Context: an optimization exercise on an open-source flow, tuned for a short achievable clock period and few clock cycles. The choices shown serve that exercise and are no tape-out recipe.
Function was checked by simulation only, so behaviour that the tests miss may differ from the original.
Power figures rest on the tool's default switching activity, not on a simulated workload.

<file path="flow/run.sh">
#!/bin/bash
# synth_recipe.tcl (not shown) runs the flow's synth.tcl, then flattens the netlist and writes it again
# the make line also repeats each setting of config.mk as NAME=value (left out here)
make -C /OpenROAD-flow-scripts/flow DESIGN_CONFIG=/design/flow/config.mk WORK_HOME=/design/flow/orfs CLKGATE_MAP_FILE= SYNTH_SCRIPT=/design/flow/synth_recipe.tcl finish
</file>
<file path="flow/config.mk">
export PLATFORM = sky130hd
export DESIGN_NAME = CPU
export DESIGN_NICKNAME = CPU
export VERILOG_FILES = /design/flow/design.v
export SDC_FILE = /design/flow/constraint.sdc
export NUM_CORES = 4
export LEC_CHECK = 0
export CAP_MARGIN = 20
export CORE_MARGIN = 2
export CORE_UTILIZATION = 40
export PLACE_DENSITY = 0.6
export SLEW_MARGIN = 20
</file>
<file path="flow/constraint.sdc">
create_clock -name core_clock -period 6.0 [get_ports {in_clk}]
set_input_delay 1.2000 -clock core_clock [delete_from_list [all_inputs] [get_ports {in_clk}]]
set_output_delay 1.2000 -clock core_clock [all_outputs]
set_load 0.01 [all_outputs]
</file>
<file path="flow/design.v">
module register_9bit (
    input wire [8:0] d,
    input wire clk,
    input wire en,  
    input wire re,  
    output reg [8:0] q
);
    always @(posedge clk) begin
        if (re)  
            q <= 9'b0;
        else if (en)  
            q <= d;
    end
endmodule
module register_1bit (
    input wire d,
    input wire clk,
    input wire re,  
    output reg q
);
    always @(posedge clk) begin
        if (re)  
            q <= 0;
        else     
            q <= d;
    end
endmodule
module counter_9bit (
    input wire clk,
    input wire re,          
    input wire en_write,    
    input wire incr_pc,     
    input wire [8:0] d,     
    output reg [8:0] q      
);
    always @(posedge clk) begin
        if (re)              
            q <= 9'b0;
        else if (en_write)   
            q <= d;
        else if (incr_pc)    
            q <= q + 1;
    end
endmodule
module mux_9to1 (
    input wire [8:0] in0, in1, in2, in3, in4, in5, in6, in7, in8, in9,
    input wire [3:0] sel,
    output reg [8:0] out
);
    always @(*) begin
        case (sel)
            4'd0: out = in0;
            4'd1: out = in1;
            4'd2: out = in2;
            4'd3: out = in3;
            4'd4: out = in4;
            4'd5: out = in5;
            4'd6: out = in6;
            4'd7: out = in7;
            4'd8: out = in8;
				4'd9: out = in9;
            default: out = 9'b0;
        endcase
    end
endmodule
module addsub_9bit (
    input wire [8:0] A,
    input wire [8:0] B,
    input wire sub_mode,  
    output wire [8:0] result
);
    assign result = sub_mode ? (A - B) : (A + B);
endmodule
module comparator (
    input  wire [8:0] A,        
    input  wire [8:0] B,        
    output wire       A_eq_B,   
    output wire       A_gt_B,   
    output wire       A_lt_B    
);
    assign A_eq_B = (A == B);
    assign A_gt_B = (A > B);
    assign A_lt_B = (A < B);
endmodule
module control_unit (
    input run,
    input clk,
    input reset,
    input [8:0] IR,
	 input [8:0] flag,	 
    output reg [3:0] mux_sel,
    output reg [15:0] en_reg,  
    output reg incr_pc,
    output reg addsub_sel,  
    output reg W,
	 output reg [2:0] step,
	 output [8:0] IR_process
);
    wire [2:0] opcode = IR[8:6];
    wire [2:0] Rx = IR[5:3];
    wire [2:0] Ry = IR[2:0];
	 assign IR_process = IR;
    reg [2:0] next_step;
    always @(posedge clk) begin   
        if (reset)
            step <= 0;
        else if(run)
            step <= next_step;
    end
    always @(*) begin
        next_step = step + 1;
        mux_sel = 4'b0000;
        en_reg  = 15'b0;
        incr_pc = 0;
        addsub_sel = 0;
        W = 0;
        if (step == 3'd0)
            en_reg[12] = 1;  
        case (opcode)
            3'b000: begin
                case (step)
                    3'd1: begin
                        mux_sel = {1'b0, Ry};   
                        en_reg[Rx] = 1;         
                    end
                    3'd2: begin
                        incr_pc = 1;           		 
                    end
                    3'd3: begin
                        mux_sel = {1'b0, 3'b111}; 	 
                        en_reg[11] = 1;           
                    end
                    3'd4: begin
                        next_step = 0;          
                    end
                endcase
            end
            3'b001: begin 
                case (step)
                    3'd1: begin
                        incr_pc = 1;            
                    end
                    3'd2: begin
                        mux_sel = {1'b0, 3'b111};  
                        en_reg[11] = 1;           
                    end
                    3'd3: begin
                        mux_sel = 9;          			 
                        en_reg[{1'b0,Rx}] = 1;         
                    end
                    3'd4: begin
                        incr_pc = 1;            
                    end
                    3'd5: begin
                        mux_sel = {1'b0, 3'b111};  
                        en_reg[11] = 1;           
                    end
                    3'd6: begin
                        next_step = 0;          
                    end
                endcase
            end
            3'b010: begin
                case (step)
                    3'd1: begin
                        mux_sel = {1'b0, Rx};   
                        en_reg[10] = 1;         
                    end
                    3'd2: begin
                        mux_sel = {1'b0, Ry};   
                        en_reg[8] = 1;          
                    end
                    3'd3: begin
                        mux_sel = 8;           	 
                        en_reg[Rx] = 1;  			 
                    end
                    3'd4: begin
                        incr_pc = 1;            
                    end
                    3'd5: begin
                        mux_sel = {1'b0, 3'b111};  
                        en_reg[11] = 1;           
                    end
                    3'd6: begin
                        next_step = 0;          
                    end
                endcase
            end
            3'b011: begin
                case (step)
                    3'd1: begin
                        mux_sel = {1'b0, Rx};   
                        en_reg[10] = 1;         
                    end
                    3'd2: begin
                        addsub_sel = 1;         
                        mux_sel = {1'b0, Ry};   
                        en_reg[8] = 1;          
                    end
                    3'd3: begin
                        mux_sel = 8;            
                        en_reg[Rx] = 1;         
                    end
                    3'd4: begin
                        incr_pc = 1;            
                    end
                    3'd5: begin
                        mux_sel = {1'b0, 3'b111};  
                        en_reg[11] = 1;           
                    end
                    3'd6: begin
                        next_step = 0;          
                    end
                endcase
            end
            3'b100: begin
                case (step)
                    3'd1: begin
                        mux_sel = {1'b0, Ry};   
                        en_reg[11] = 1;         
                    end
                    3'd2: begin
								mux_sel = 9;  			   
                        en_reg[Rx] = 1;         
                    end
						  3'd3: begin
                        incr_pc = 1;            
                    end
                    3'd4: begin
                        mux_sel = {1'b0, 3'b111};  
                        en_reg[11] = 1;           
                    end
                    3'd5: begin
                        next_step = 0;          
                    end
                endcase
            end
            3'b101: begin
                case (step)
                    3'd1: begin
                        mux_sel = {1'b0, Ry};   
                        en_reg[11] = 1;         
                    end
                    3'd2: begin
								mux_sel = {1'b0, Rx};   
                        en_reg[13] = 1;         
                    end
                    3'd3: begin
                        en_reg[14] = 1;         
                    end
						  3'd4: begin
                        incr_pc = 1;            
                    end
                    3'd5: begin
                        mux_sel = {1'b0, 3'b111};  
                        en_reg[11] = 1;           
                    end
                    3'd6: begin
                        next_step = 0;          
                    end
                endcase
            end
            3'b110: begin
                case (step)
						  3'd1: begin
                        en_reg[15] = 1;         
                    end
						  3'd2: begin
                        next_step = flag[0]? 4: next_step;  
                    end
                    3'd3: begin
                        mux_sel = {1'b0, Ry};   
                        en_reg[Rx] = 1;         
                    end
                    3'd4: begin
                        incr_pc = 1;           		 
                    end
                    3'd5: begin
                        mux_sel = {1'b0, 3'b111}; 	 
                        en_reg[11] = 1;           
                    end
                    3'd6: begin
                        next_step = 0;          
                    end
                endcase
            end
            default: begin
                next_step = 0;  
            end
        endcase
        if (!run) begin
            en_reg  = 16'b0;
            incr_pc = 0;
        end
    end
endmodule
module CPU(
	input wire [8:0] in_Din,
	input wire in_clk,
	input wire in_re,
	input wire in_run,
	output wire [8:0]out_Addr,
	output wire [8:0]out_Dout,
	output wire out_W
);
	wire [2:0] step;
	wire [8:0] IR_process;
	wire [15:0]en_reg_wire;
	wire [8:0] mux_output_wire;
	wire [8:0] IR_output;
	register_9bit IR_reg(
								 .d(in_Din),
								 .clk(in_clk),
								 .en(en_reg_wire[12]),
								 .q(IR_output),
								 .re(in_re)
								);
	wire [8:0] R0_output;
	register_9bit R0_reg(
								 .d(mux_output_wire),
								 .clk(in_clk),
								 .en(en_reg_wire[0]),
								 .q(R0_output),
								 .re(in_re)
								);
	wire [8:0] R1_output;
	register_9bit R1_reg(
								 .d(mux_output_wire),
								 .clk(in_clk),
								 .en(en_reg_wire[1]),
								 .q(R1_output),
								 .re(in_re)
								);
	wire [8:0] R2_output;
	register_9bit R2_reg(
								 .d(mux_output_wire),
								 .clk(in_clk),
								 .en(en_reg_wire[2]),
								 .q(R2_output),
								 .re(in_re)
								);
	wire [8:0] R3_output;
	register_9bit R3_reg(
								 .d(mux_output_wire),
								 .clk(in_clk),
								 .en(en_reg_wire[3]),
								 .q(R3_output),
								 .re(in_re)
								);
	wire [8:0] R4_output;
	register_9bit R4_reg(
								 .d(mux_output_wire),
								 .clk(in_clk),
								 .en(en_reg_wire[4]),
								 .q(R4_output),
								 .re(in_re)
								);
	wire [8:0] R5_output;
	register_9bit R5_reg(
								 .d(mux_output_wire),
								 .clk(in_clk),
								 .en(en_reg_wire[5]),
								 .q(R5_output),
								 .re(in_re)
								);
	wire [8:0] R6_output;
	register_9bit R6_reg(
								 .d(mux_output_wire),
								 .clk(in_clk),
								 .en(en_reg_wire[6]),
								 .q(R6_output),
								 .re(in_re)
								);
	wire [8:0] R7_output;
	wire incr_pc;
	counter_9bit R7_reg(
								 .d(mux_output_wire),
								 .clk(in_clk),
								 .incr_pc(incr_pc),
								 .en_write(en_reg_wire[7]),
								 .q(R7_output),
								 .re(in_re)
								);
	register_1bit W_reg(
								 .d(en_reg_wire[14]),
								 .clk(in_clk),
								 .q(out_W),
								 .re(in_re)
								);
	register_9bit ADDR_reg(
								 .d(mux_output_wire),
								 .clk(in_clk),
								 .en(en_reg_wire[11]),
								 .q(out_Addr),
								 .re(in_re)
								);
	register_9bit Dout_reg(
								 .d(mux_output_wire),
								 .clk(in_clk),
								 .en(en_reg_wire[13]),
								 .q(out_Dout),
								 .re(in_re)
								);
	wire [8:0] G_output;
	wire [8:0] addsub_out;
	wire addsub_sel;
	register_9bit G_reg(
								 .d(addsub_out),
								 .clk(in_clk),
								 .en(en_reg_wire[8]),
								 .q(G_output),
								 .re(in_re)
								);
	wire A_eq_B;
	wire A_gt_B;
	wire A_lt_B;
	comparator comparator_unit(
								.A(G_output),      
								.B(9'h000),			 
								.A_eq_B(A_eq_B),   
								.A_gt_B(A_gt_B),   
								.A_lt_B(A_lt_B)    
							);
	wire[8:0] flag_reg_input = {6'b000000,A_lt_B,A_gt_B,A_eq_B}; 
	wire[8:0] flag_reg_output;
	register_9bit flag_reg(
								 .d(flag_reg_input),
								 .clk(in_clk),
								 .en(en_reg_wire[15]),
								 .q(flag_reg_output),
								 .re(in_re)
								);
	wire [8:0] A_output;
	register_9bit A_reg(
								 .d(mux_output_wire),
								 .clk(in_clk),
								 .en(en_reg_wire[10]),
								 .q(A_output),
								 .re(in_re)
								);
	addsub_9bit addsub_unit(
							.A(A_output),
							.B(mux_output_wire),
							.sub_mode(addsub_sel),  
							.result(addsub_out)
							);
	wire [3:0]mux_sel_wire;
	mux_9to1 Mux_unit(
							.in0(R0_output), 
							.in1(R1_output), 
							.in2(R2_output), 
							.in3(R3_output), 
							.in4(R4_output), 
							.in5(R5_output), 
							.in6(R6_output), 
							.in7(R7_output), 
							.in8(G_output),
							.in9(in_Din),
							.sel(mux_sel_wire),
							.out(mux_output_wire)
							);
	control_unit uut (
		.clk(in_clk),
		.reset(in_re),
		.run(in_run),
		.IR(IR_output),
		.flag(flag_reg_output),
		.mux_sel(mux_sel_wire),
		.en_reg(en_reg_wire),
		.incr_pc(incr_pc),
		.addsub_sel(addsub_sel),
		.step(step),
		.IR_process(IR_process)
	);
endmodule
</file>
==> results of run 1 <==
state kept, by name, indices dropped and copies added (netlist names):
register	flops
R0_reg.q	9
R6_reg.q	9
A_reg.q	9
Dout_reg.q	9
flag_reg.q	1
ADDR_reg.q	9
R3_reg.q	9
IR_reg.q	9
R5_reg.q	9
R4_reg.q	9
G_reg.q	9
W_reg.q	1
R1_reg.q	9
R2_reg.q	9
uut.step	3
R7_reg.q	9
cell type report:
type | instances | area share (%)
Clock inverter | 14 | 2.33
Sequential cell | 122 | 30.7
Clock buffer | 18 | 5.52
Inverter | 15 | 0.707
Multi-Input combinational cell | 601 | 49.3
Timing Repair Buffer | 75 | 7.99
Tap cell | 220 | 3.46
worst paths after layout:
path | end | slack [ns] | cells after the start | from
setup / recovery | G_reg.q[8] | 0.42 | 24 | uut.step[0]
hold / removal | G_reg.q[1] | 0.50 | 2 | G_reg.q[1]
setup reg to reg | G_reg.q[8] | 0.42 | 24 | uut.step[0]
hold reg to reg | G_reg.q[1] | 0.50 | 2 | G_reg.q[1]
worst max-delay path: stages (launching register included):
cell,delay [ns]
dfxtp_1,0.43
inv_1,0.11
ha_2,0.30
mux2_2,0.31
a221o_1,0.35
a211o_1,0.36
nor2_1,0.29
buf_4,0.22
mux2i_1,0.26
o21ai_0,0.11
o2bb2ai_1,0.13
a21oi_1,0.17
buf_4,0.24
and3_1,0.23
nor2_1,0.07
xor2_1,0.16
ha_1,0.34
a21o_1,0.19
a21o_1,0.17
a21oi_1,0.21
o21ai_0,0.15
xor2_1,0.17
xnor2_1,0.15
xnor2_1,0.12
a211oi_1,0.21
routing by layer:
metal	vias to the layer above	share of wire, %
met4	0	2.6
met1	2962	46
li1	2993	-
met5	-	0
met2	232	46
met3	43	6.1
Yosys cell counts, types with 4 or more instances:
library cell | n | area, um^2
a221oi_1 | 8 | 70.1
a21oi_1 | 35 | 175
a221o_1 | 4 | 40.0
xor2_1 | 11 | 96.3
nor4_1 | 4 | 25.0
inv_1 | 15 | 56.3
nand2b_1 | 8 | 50.1
nand3b_1 | 6 | 45.0
nor2_1 | 142 | 533
nor3_1 | 14 | 70.1
buf_2 | 9 | 45.0
dfxtp_1 | 122 | 2440
nand3_1 | 16 | 80.1
xnor2_1 | 12 | 105
o21ai_0 | 18 | 90.1
nor2b_1 | 10 | 62.6
nand2_1 | 57 | 214
mux2_2 | 4 | 45.0
clkbuf_1 | 49 | 184
o2bb2ai_1 | 4 | 35.0
a211oi_1 | 94 | 706
and3_1 | 10 | 62.6
a31oi_1 | 10 | 62.6
a21o_1 | 9 | 67.6
ha_1 | 19 | 238
a22oi_1 | 6 | 45.0
mux2i_1 | 31 | 310
power breakdown:
part           leakage, uW  internal, uW  switching [uW]
Combinational      0.00150           226             332
Sequential        0.000985           829            26.6
Clock             0.000302           675             414
metrics by stage:
stage / setup WS [ns] / hold slack (ns) / total power (uW)
final: 0.422 / 0.498 / 2500
after global routing: 0.0385 / 0.517 / 2610
after CTS: 0.254 / 0.498 / 2510
after detailed placement: 0.291 / 0.485 / 1420
after global placement: 0.397 / 0.473 / 1410
after floorplan: 0.469 / 0.445 / 1250
kinds of logic after synthesis:
kind of cell / count (synthesis)
flops: 122
xor+xnor: 23
simple gates: 288
compound gates: 235
buf+inv: 81
mux: 35
fa+ha+maj: 20
what timing repair did:
action | 4_1_cts | 5_1_grt
resized for setup | 0 | 5
endpoints found under the setup margin | 0 | 2
hold endpoints to repair | 0 | 0
==> qor.yml, run 1 <==
status:
  outcome: "finished clean"
yosys:
  synth-compound-area-share_pct: 26.1
  synthesis.area_um2: 6640
  ys_seq_area_share_pct: 36.8
  synth_xor_xnor_area_share_pct: 3.03
  synth_top_family_by_area: "compound AO/OA/AOI/OAI gates"
  ys.flop_type: "dfxtp_1"
  yosys.area_share.simple_pct: 19.7
  ys_ff_latch: 122
  syn-num-nets: 836
  async_flop_share_pct: 0
  synth-edff-count: 0
  synth_mux_area_share_pct: 5.35
  yosysUniqueCellTypes: 72
  synth_fa_ha_area_share_pct: 3.88
  yosys_warnings: 5
  netlist_instances: 804
  syn_area_per_cell_um2: 8.26
die:
  core-area_um2: 16400
  dieArea_um2: 17700
  start_util_pct: 40.5
  die_y_um: 133
  dieWidth_um: 133
  rows: 47
  io_pins: 31
cts:
  cts_buffers: 17
  cts.sinks: 122
  clk_path_buf_depth: 2
  cts_tree: "yes"
  path_clk_slew_ns: 0.06
  clock_latency_ns: 0.42
  holdBufCountCts: 0
  cts_max_level: 4
  post-cts-setup-buffers: 0
  cts_root_buf: "clkbuf_16"
drt:
  detail-route-antenna-nets: 0
  vias: 6230
  firstDrtPassIters: 5
  remaining_drc_errors: 0
  drt_wl_total_um: 21700
  routedWlPerCell_um: 20.4
  drtIter0Drc: 430
  via_per_inst: 5.85
global_routing:
  grt_usage_pct: 25.0
  grt_pass1_wl_um: 33900
  antenna_found_initial: 0
  met2_usage_pct: 38.8
  grt_overflow: 0
  use_met3_pct: 5.10
  grt_max_degree: 101
  grt.busiest_layer: "met2"
  grt_pass1_vias: 5875
  met1_usage_pct: 34.1
layout:
  layout_common_cells: "nor2_1, dfxtp_1, a211oi_1, nand2_1, buf_4"
  drive_above_1_share_pct: 13.1
  regArea_um2: 2440
  multi_input_area_um2: 3930
  layout.nets: 864
  fin_area_um2: 7960
  syn2layout_area_growth_pct: 19.8
  utilization_pct: 48.5
  final_common_cell: "nor2_1"
  finalNonFillerCells: 1065
  fillers: 1609
  diodes: 0
timing:
  hold_viol: 0
  worstMarginPinSlew_ns: 1.10
  rsz0062_at_grt: "no"
  fmax_mhz: 179
  setup_viol: 0
  drv_slew: 0
  fin_tns_setup_ns: 0
  min_period_over_period_pct: 93.0
  fin_worst_skew_ns: 0.00708
  slew_headroom_pct: 26.6
  fin_crit_ns: 5.58
critical_path:
  crit_fanout: 14
  worstPathRequired_ns: 6.33
  critPathCaptureType: "register"
  crit_arrival_ns: 5.91
  crit_path_start_kind: "register"
  critPathKind: "reg2reg"
pwr:
  ir_worst_vdd_mv: 0.210
  power_density_nw_per_um2: 314
  cellLeakagePower_uw: 0.00279
placement:
  place_area_um2: 7320
  post-place-cells: 1033
  port_buffers: 30
  gp_congestion: 0.929
  dp_hpwl_um: 15100
min_path:
  hold_path.class: "reg2reg"
run:
  drv_cap: 0
Testbench counts, summed over its fixed seeds: cycles 77,361.
==> inputs of run 2 (changes only) <==
==> flow/design.v (replaced) <==
module CPU(
	input wire [8:0] in_Din,
	input wire in_clk,
	input wire in_re,
	input wire in_run,
	output wire [8:0] out_Addr,
	output wire [8:0] out_Dout,
	output wire out_W
);
	localparam PH_NORM = 2'd0, PH_LD = 2'd1, PH_ST = 2'd2, PH_JG = 2'd3;
	reg [8:0] FA;         
	reg [8:0] IR;         
	reg       IRV;        
	reg [8:0] EPC;        
	reg [1:0] ph;         
	reg [2:0] LRX;        
	reg [8:0] R0, R1, R2, R3, R4, R5, R6, G;
	reg [8:0] DO;
	reg       W;
	assign out_Addr = FA;
	assign out_Dout = DO;
	assign out_W    = W;
	wire [2:0] op = IR[8:6];
	wire [2:0] rx = IR[5:3];
	wire [2:0] ry = IR[2:0];
	function [8:0] rd;
		input [2:0] i;
		begin
			case (i)
				3'd0: rd = R0;
				3'd1: rd = R1;
				3'd2: rd = R2;
				3'd3: rd = R3;
				3'd4: rd = R4;
				3'd5: rd = R5;
				3'd6: rd = R6;
				default: rd = EPC;
			endcase
		end
	endfunction
	wire [8:0] vx = rd(rx);
	wire [8:0] vy = rd(ry);
	wire [8:0] sum = (op[0]) ? (vx - vy) : (vx + vy);
	wire       gnz = |G;
	wire ex      = (ph == PH_NORM) && IRV;
	wire i_mv    = ex && op == 3'b000;
	wire i_mvi   = ex && op == 3'b001;
	wire i_as    = ex && (op == 3'b010 || op == 3'b011);
	wire i_ld    = ex && op == 3'b100;
	wire i_st    = ex && op == 3'b101;
	wire i_mvnz  = ex && op == 3'b110 && gnz;
	wire i_halt  = ex && op == 3'b111;
	reg        wen;
	reg  [2:0] wsel;
	reg  [8:0] wval;
	always @(*) begin
		wen = 1'b0; wsel = rx; wval = vy;
		if (ph == PH_LD) begin
			wen = 1'b1; wsel = LRX; wval = in_Din;
		end else if (i_mv || i_mvnz) begin
			wen = 1'b1; wval = vy;
		end else if (i_mvi) begin
			wen = 1'b1; wval = in_Din;
		end else if (i_as) begin
			wen = 1'b1; wval = sum;
		end
	end
	wire jump = wen && wsel == 3'd7;
	always @(posedge in_clk) begin
		if (in_re) begin
			FA <= 9'd0; IR <= 9'd0; IRV <= 1'b0; EPC <= 9'd0; ph <= PH_NORM; LRX <= 3'd0;
			R0 <= 9'd0; R1 <= 9'd0; R2 <= 9'd0; R3 <= 9'd0; R4 <= 9'd0; R5 <= 9'd0; R6 <= 9'd0;
			G <= 9'd0; DO <= 9'd0; W <= 1'b0;
		end else begin
			W <= 1'b0;
			if (ph == PH_ST) begin
				ph <= PH_NORM;
				FA <= EPC + 9'd1;
			end else if (in_run) begin
				if (wen && wsel != 3'd7) begin
					case (wsel)
						3'd0: R0 <= wval;
						3'd1: R1 <= wval;
						3'd2: R2 <= wval;
						3'd3: R3 <= wval;
						3'd4: R4 <= wval;
						3'd5: R5 <= wval;
						default: R6 <= wval;
					endcase
				end
				if (i_as) G <= sum;
				case (ph)
					PH_LD: begin
						ph <= PH_NORM;
						if (LRX == 3'd7) begin
							FA <= in_Din + 9'd1; IRV <= 1'b0;
						end else
							FA <= EPC + 9'd1;
					end
					PH_JG: begin
						ph <= PH_NORM;
						FA <= G + 9'd1;
					end
					default: begin
						if (i_halt) begin
						end else if (i_ld || i_st) begin
							FA <= vy;
							IR <= in_Din; EPC <= FA; IRV <= 1'b1;
							LRX <= rx;
							if (i_st) begin
								ph <= PH_ST; W <= 1'b1; DO <= vx;
							end else
								ph <= PH_LD;
						end else if (jump) begin
							IRV <= 1'b0;
							if (i_as) ph <= PH_JG;
							else FA <= wval + 9'd1;
						end else if (i_mvi) begin
							IRV <= 1'b0;
							FA <= FA + 9'd1;
						end else begin
							IR <= in_Din; EPC <= FA; IRV <= 1'b1;
							FA <= FA + 9'd1;
						end
					end
				endcase
			end
		end
	end
endmodule
==> run 2 against run 1 <==
  * Still clean
  * Critical path depth decreased by 5
  * Largest cell class unchanged
  * Sequential share of layout area decreased by 3.9 points
  * Total power is 5.1% lower
==> qor.yml, run 2 <==
timing:
  fin_worst_skew_ns: 0.00927
  hold_viol: 0
  fmax_mhz: 189
  hold_ws_ns: 0.484
  rsz0062_at_grt: "no"
  setup_viol: 0
  fin_ws_ns: 0.708
  drv_slew: 0
  fin_tns_setup_ns: 0
  slew_headroom_pct: 42.0
  min_period_over_period_pct: 88.2
  fin_crit_ns: 5.29
  worstMarginPinSlew_ns: 0.869
critical_path:
  critPathKind: "reg2reg"
  critPathCaptureType: "register"
  crit_path_start_kind: "register"
  crit_fanout: 16
  crit_arrival_ns: 5.63
  worstPathRequired_ns: 6.33
cts:
  cts_root_buf: "clkbuf_16"
  clock_latency_ns: 0.43
  cts_resized: 0
  cts_tree: "yes"
  post-cts-setup-buffers: 0
  path_clk_slew_ns: 0.06
  clk_path_buf_depth: 2
  holdBufCountCts: 0
  cts.sinks: 115
  cts_buffers: 17
  cts_max_level: 4
yosys:
  yosysMostFrequentCell: "nor2_1"
  synth_common_cells: "nor2_1, dfxtp_1, mux2i_1"
  syn_area_per_cell_um2: 8.23
  netlist_instances: 919
  synth_top_area_cell: "dfxtp_1"
  synth-edff-count: 0
  ys_ff_latch: 115
  yosysUniqueCellTypes: 85
  synthTopCellsByArea: "dfxtp_1, mux2i_1, nor2_1"
  synthesis.area_um2: 7560
  ys.flop_type: "dfxtp_1"
  ys_seq_area_share_pct: 30.4
  async_flop_share_pct: 0
  yosys_warnings: 1
  synth_top_area_share_pct: 30.4
  syn-num-nets: 950
die:
  core-area_um2: 18600
  die_y_um: 142
  io_pins: 31
  start_util_pct: 40.6
  dieWidth_um: 142
  dieArea_um2: 20000
  rows: 50
layout:
  syn2layout_area_growth_pct: 13.5
  layout_common_cells: "nor2_1, dfxtp_1, mux2i_1, nand2_1, a21oi_1"
  fillers: 1872
  layout.nets: 957
  utilization_pct: 46.1
  final_common_cell: "nor2_1"
  drive_above_1_share_pct: 10.4
  diodes: 0
drt:
  wl_met1_um: 10800
  top_layer_used: "met4"
  drtIter0Drc: 600
  dr_wl_met3_um: 1510
  via_per_inst: 5.93
  firstDrtPassIters: 5
  detail-route-antenna-nets: 0
  routedWlPerCell_um: 20.7
  vias: 6954
  drt_wl_total_um: 24300
  wl_met2_um: 11200
  remaining_drc_errors: 0
global_routing:
  grt_pass1_vias: 6783
  grt_pass1_wl_um: 38700
  grt_overflow: 0
  grt_max_degree: 62
  grt_usage_pct: 25.1
  antenna_found_initial: 0
run:
  drv_cap: 0
pwr:
  p_total_uw: 2370
  power_density_nw_per_um2: 276
  cellLeakagePower_uw: 0.00311
  ir_worst_vdd_mv: 0.196
placement:
  gp_congestion: 0.971
  dp_hpwl_um: 17600
  dp_slack_ns: 0.670
  port_buffers: 30
min_path:
  hold_path.class: "reg2reg"
status:
  outcome: "finished clean"
-- run 2: cell count changes after synthesis, sizes merged, moves of 16 or more --
cell	before	now
a211oi	94	37
a21oi	35	54
mux2i	31	89
nand3	16	32
nor2	144	162
o21ai	19	37
-- run 2: routing by layer --
layer / up-vias / global-route usage [%]
met5: - / 0
met2: 269 / 40.2
met1: 3310 / 33.0
met3: 49 / 5.60
met4: 0 / 9.95
li1: 3326 / -
-- run 2: report_power, final --
group | switching, uW | internal, uW | total (uW)
Clock | 374 | 639 | 1010
Sequential | 36.9 | 784 | 821
Combinational | 330 | 210 | 540
Total | 741 | 1630 | 2370
-- run 2: layout make-up --
class                   instances  area [um^2]  area share, %
clock buffers                  22          474           5.52
clock inverters                 9          105           1.22
inverters                      22         82.6          0.961
multi-input cells             721         4890           56.9
flip-flops and latches        115         2300           26.8
well taps                     234          293           3.41
repair buffers                 49          440           5.13
-- run 2: worst max-delay path: stages (launching register included) --
cell and delay, ns:
dfxtp_1 0.65, inv_1 0.28, a21oi_1 0.19, a211oi_1 0.08, or2_2 0.33, ha_1 0.22, o21a_1 0.11, a21o_1 0.21
xnor2_1 0.14, ha_1 0.34, inv_1 0.09, a2111oi_0 0.40, a211oi_1 0.12, or2_1 0.26, a31oi_4 0.35, a21oi_1 0.18
or4b_4 0.55, xor2_1 0.16, a311o_1 0.34, o32ai_1 0.21
-- run 2: logic make-up (layout without fill, tap and decap cells) --
group,after synthesis,in the layout,synth area share (%)
AND/OR/NAND/NOR,339,339,20.8
AO/OA/AOI/OAI,213,213,20.2
buffers and inverters,83,102,4.95
flip-flops,115,115,30.4
adder cells (fa/ha/maj),19,19,3.24
multiplexers,106,106,15.2
XOR/XNOR,44,44,5.09
-- run 2: stage by stage --
| step | instances | area (um^2) |
|---|---|---|
| finish | 1172 | 8590 |
| detailed placement | 1141 | 8010 |
| floorplan | 919 | 7560 |
| CTS | 1172 | 8590 |
| global route | 1172 | 8590 |
| global placement | 1141 | 8010 |
-- run 2: worst paths after layout --
path              slack (ns)  startpoint  cells after the start     to
setup / recovery        0.71       IR[0]                     19  FA[8]
hold / removal          0.48       R2[7]                      2  R2[7]
setup reg to reg        0.71       IR[0]                     19  FA[8]
hold reg to reg         0.48       R2[7]                      2  R2[7]
Testbench counts of run 2, summed over its fixed seeds: cycles 19,464.
==> inputs of run 3 (changes only) <==
--- a/flow/config.mk
+++ b/flow/config.mk
@@ -5,8 +5,11 @@
 export SDC_FILE = /design/flow/constraint.sdc
 export NUM_CORES = 4
 export LEC_CHECK = 0
+export ABC_CLOCK_PERIOD_IN_PS = 1500
 export CAP_MARGIN = 20
 export CORE_MARGIN = 2
 export CORE_UTILIZATION = 40
 export PLACE_DENSITY = 0.6
+export SETUP_SLACK_MARGIN = 4.0
 export SLEW_MARGIN = 20
+export TNS_END_PERCENT = 100
==> run 3 against run 2 <==
  * Combinational power up 110%
  * Die area unchanged
  * Synthesized cell count unchanged
  * Maximum frequency up 15%
  * Clock skew up 0.0026 ns
  * Cell area up 29%
  * First-iteration DRC count up 51%
  * Critical path depth up 2
  * Register-to-register slack better by 0.68 ns
==> qor.yml, run 3 <==
status:
  outcome: "finished clean"
yosys:
  synth_top_area_cell: "dfxtp_1"
  synth_common_cells: "nor2_1, dfxtp_1, mux2i_1"
  yosysMostFrequentCell: "nor2_1"
  netlist_instances: 919
  synth-edff-count: 0
  ys_ff_latch: 115
  syn_area_per_cell_um2: 8.23
  ys.flop_type: "dfxtp_1"
  yosys_warnings: 1
  synthTopCellsByArea: "dfxtp_1, mux2i_1, nor2_1"
  async_flop_share_pct: 0
  synth_top_area_share_pct: 30.4
  syn-num-nets: 950
  synthesis.area_um2: 7560
  ys_seq_area_share_pct: 30.4
  yosysUniqueCellTypes: 85
critical_path:
  worst-path-buf-inv: 2
  crit_slowest_cell: "or4b_4"
  path_cells: "buf_4 > nand3b_1 > o21ai_1 > a211oi_2 > or2_4 > ha_4 > o21a_1 > a21o_4 > xnor2_4 > ha_4 > or3b_1 > nand3_2 > a211oi_2 > or2_1 > a31oi_4 > a21oi_2 > or4b_4 > buf_4 > mux2_2 > a21oi_2 > o32ai_2"
  ff2ff_setup_slack_ns: 1.38
  worstPathRequired_ns: 6.28
  reg2reg_depth: 21
  crit_path_start_kind: "register"
  critPathTopFamily: "simple AND/OR/NAND/NOR gates"
  reg2reg_from: "IR[2]"
  crit_arrival_ns: 4.89
  crit_fanout: 6
  r2r-end: "FA[8]"
  critPathKind: "reg2reg"
  critPathCaptureType: "register"
  slowest_delay_ns: 0.57
die:
  rows: 50
  die_y_um: 142
  dieWidth_um: 142
  core-area_um2: 18600
  dieArea_um2: 20000
  start_util_pct: 40.6
  io_pins: 31
timing:
  rsz0062_at_grt: "yes"
  min_period_over_period_pct: 76.9
  fin_crit_ns: 4.62
  worstMarginPinSlew_ns: 1.08
  drv_slew: 0
  fin_tns_setup_ns: 0
  slew_headroom_pct: 27.5
  setup_viol: 0
  hold_viol: 0
  fin_worst_skew_ns: 0.0119
  fmax_mhz: 217
global_routing:
  grt_usage_pct: 27.6
  grt_pass1_wl_um: 42400
  grt_max_degree: 89
  antenna_found_initial: 1
  grt_overflow: 0
  grt_pass1_vias: 7391
placement:
  dp_hpwl_um: 18000
  gp_congestion: 0.932
  port_buffers: 30
  place_area_um2: 8300
  post-place-cells: 1134
drt:
  drt_wl_total_um: 30000
  drtIter0Drc: 906
  vias: 8033
  routedWlPerCell_um: 23.1
  remaining_drc_errors: 0
  firstDrtPassIters: 5
  detail-route-antenna-nets: 0
  via_per_inst: 6.19
min_path:
  hold_depth: 2
  min-delay-start: "DO[8]"
  hold_path.class: "reg2reg"
  holdPathEnd: "DO[8]"
layout:
  syn2layout_area_growth_pct: 46.4
  regArea_um2: 2370
  fillers: 1496
  final_common_cell: "nor2_1"
  fin_area_um2: 11100
  utilization_pct: 59.4
  multi_input_area_um2: 6020
  layout.nets: 1081
  drive_above_1_share_pct: 41.2
  layout_common_cells: "nor2_1, dfxtp_1, mux2i_1, buf_4, buf_6"
  finalNonFillerCells: 1297
cts:
  path_clk_slew_ns: 0.06
  cts_max_level: 4
  cts.sinks: 115
  cts_tree: "yes"
  cts_buffers: 17
  clk_path_buf_depth: 2
  clock_latency_ns: 0.43
  cts_root_buf: "clkbuf_16"
pwr:
  power_density_nw_per_um2: 264
  cellLeakagePower_uw: 0.00415
  ir_worst_vdd_mv: 0.197
run:
  drv_cap: 0
## run 3: cell count changes in the layout (fill, tap and decap cells not counted), moves of 14 or more
| cell | previous run | this run |
|---|---|---|
| a211oi_1 | 36 | 16 |
| a211oi_2 | 1 | 20 |
| a21oi_1 | 49 | 30 |
| a21oi_2 | 2 | 18 |
| buf_4 | 20 | 80 |
| buf_6 | 0 | 62 |
| clkdlybuf4s50_1 | 29 | 9 |
| dfxtp_1 | 114 | 87 |
| dfxtp_4 | 0 | 14 |
| ha_1 | 18 | 4 |
| inv_1 | 21 | 7 |
| nor2_1 | 160 | 140 |
| o21ai_0 | 35 | 20 |
## run 3: layer usage
metal	part of all wire (%)	vias up	global-route usage, %
met2	45	447	43.5
met3	9.2	139	7.36
met5	0	-	0
li1	-	3589	-
met4	5.7	0	12.2
met1	40	3858	35.7
## run 3: worst max path at each step
stage	depth (start not counted)	endpoint	slack [ns]	from
floorplan	22	FA[8]	1.42	IR[2]
global route	20	FA[8]	1.22	IR[2]
detailed placement	19	FA[8]	0.67	IR[2]
CTS	19	FA[8]	1.49	IR[2]
global placement	19	FA[8]	0.83	IR[2]
finish	21	FA[8]	1.38	IR[2]
## run 3: area by class of cell
| type | count | area share, % |
|---|---|---|
| sequential | 115 | 21.4 |
| tap | 234 | 2.64 |
| multi-input combinational | 722 | 54.3 |
| inverter | 22 | 1.03 |
| antenna | 1 | 0.0226 |
| clock inverter | 13 | 1.03 |
| timing repair buffer | 172 | 15.6 |
| clock buffer | 18 | 3.87 |
## run 3: kinds of logic after synthesis
| kind of cell | share of synthesized area [%] |
|---|---|
| simple gates | 20.8 |
| buf+inv | 4.95 |
| fa+ha+maj | 3.24 |
| mux | 15.2 |
| compound gates | 20.2 |
| xor+xnor | 5.09 |
| flops | 30.4 |
## run 3: per-stage QoR
stage,total power [uW],worst slack (ns),hold slack (ns)
2_1_floorplan,1300,1.42,0.447
3_3_place_gp,1430,0.831,0.465
3_5_place_dp,1430,0.667,0.471
4_1_cts,2660,1.49,0.479
5_1_grt,3010,1.22,0.525
6_report,2920,1.38,0.501
## run 3: repair_timing
action                     in CTS  in global routing
gates cloned                    3                  1
setup buffers                  82                 45
resized for setup             256                115
pin swaps                      51                 50
setup endpoints to repair     133                133
hold buffers                    0                  0
## run 3: tightest hold or removal path, stage by stage (launching register included)
cell,delay [ns]
dfxtp_2,0.33
mux2i_1,0.06
nor2_1,0.08
## run 3: report_power, final
group	leakage (uW)	internal (uW)	total (uW)	switching, uW
clock network	0.000254	564	954	391
logic	0.00295	570	1150	577
registers	0.000947	783	822	39.0

port drivers added, routing unchanged:
The results above use ideal ports. As a check the final layouts listed here were re-extracted and re-timed, cells and wires unchanged.
Step 1: set_driving_cell puts a clkbuf_16 on in_clk and a buf_2 on each other input, an assumption about the parent block.
Step 2 times the ports against the registers' clock, not the clock port: input delays grow and output delays shrink by t, the midpoint of the rising clock arrivals with the driver on.
Slacks: no drivers / after step 1 / after step 2; pairs: no drivers / after step 1.
run | shift t [ns] | setup slack, ns | slew at the worst register clock pin (ns) | pins driven straight from the clock port
run 1 | 0.465 | 0.422 / 0.422 / 0.422 | 0.06 / 0.06 | 1
run 2 | 0.465 | 0.708 / 0.708 / 0.708 | 0.06 / 0.06 | 1
run 3 | 0.472 | 1.384 / 1.384 / 1.384 | 0.06 / 0.06 | 1
After both steps setup and hold are still met in every run listed.
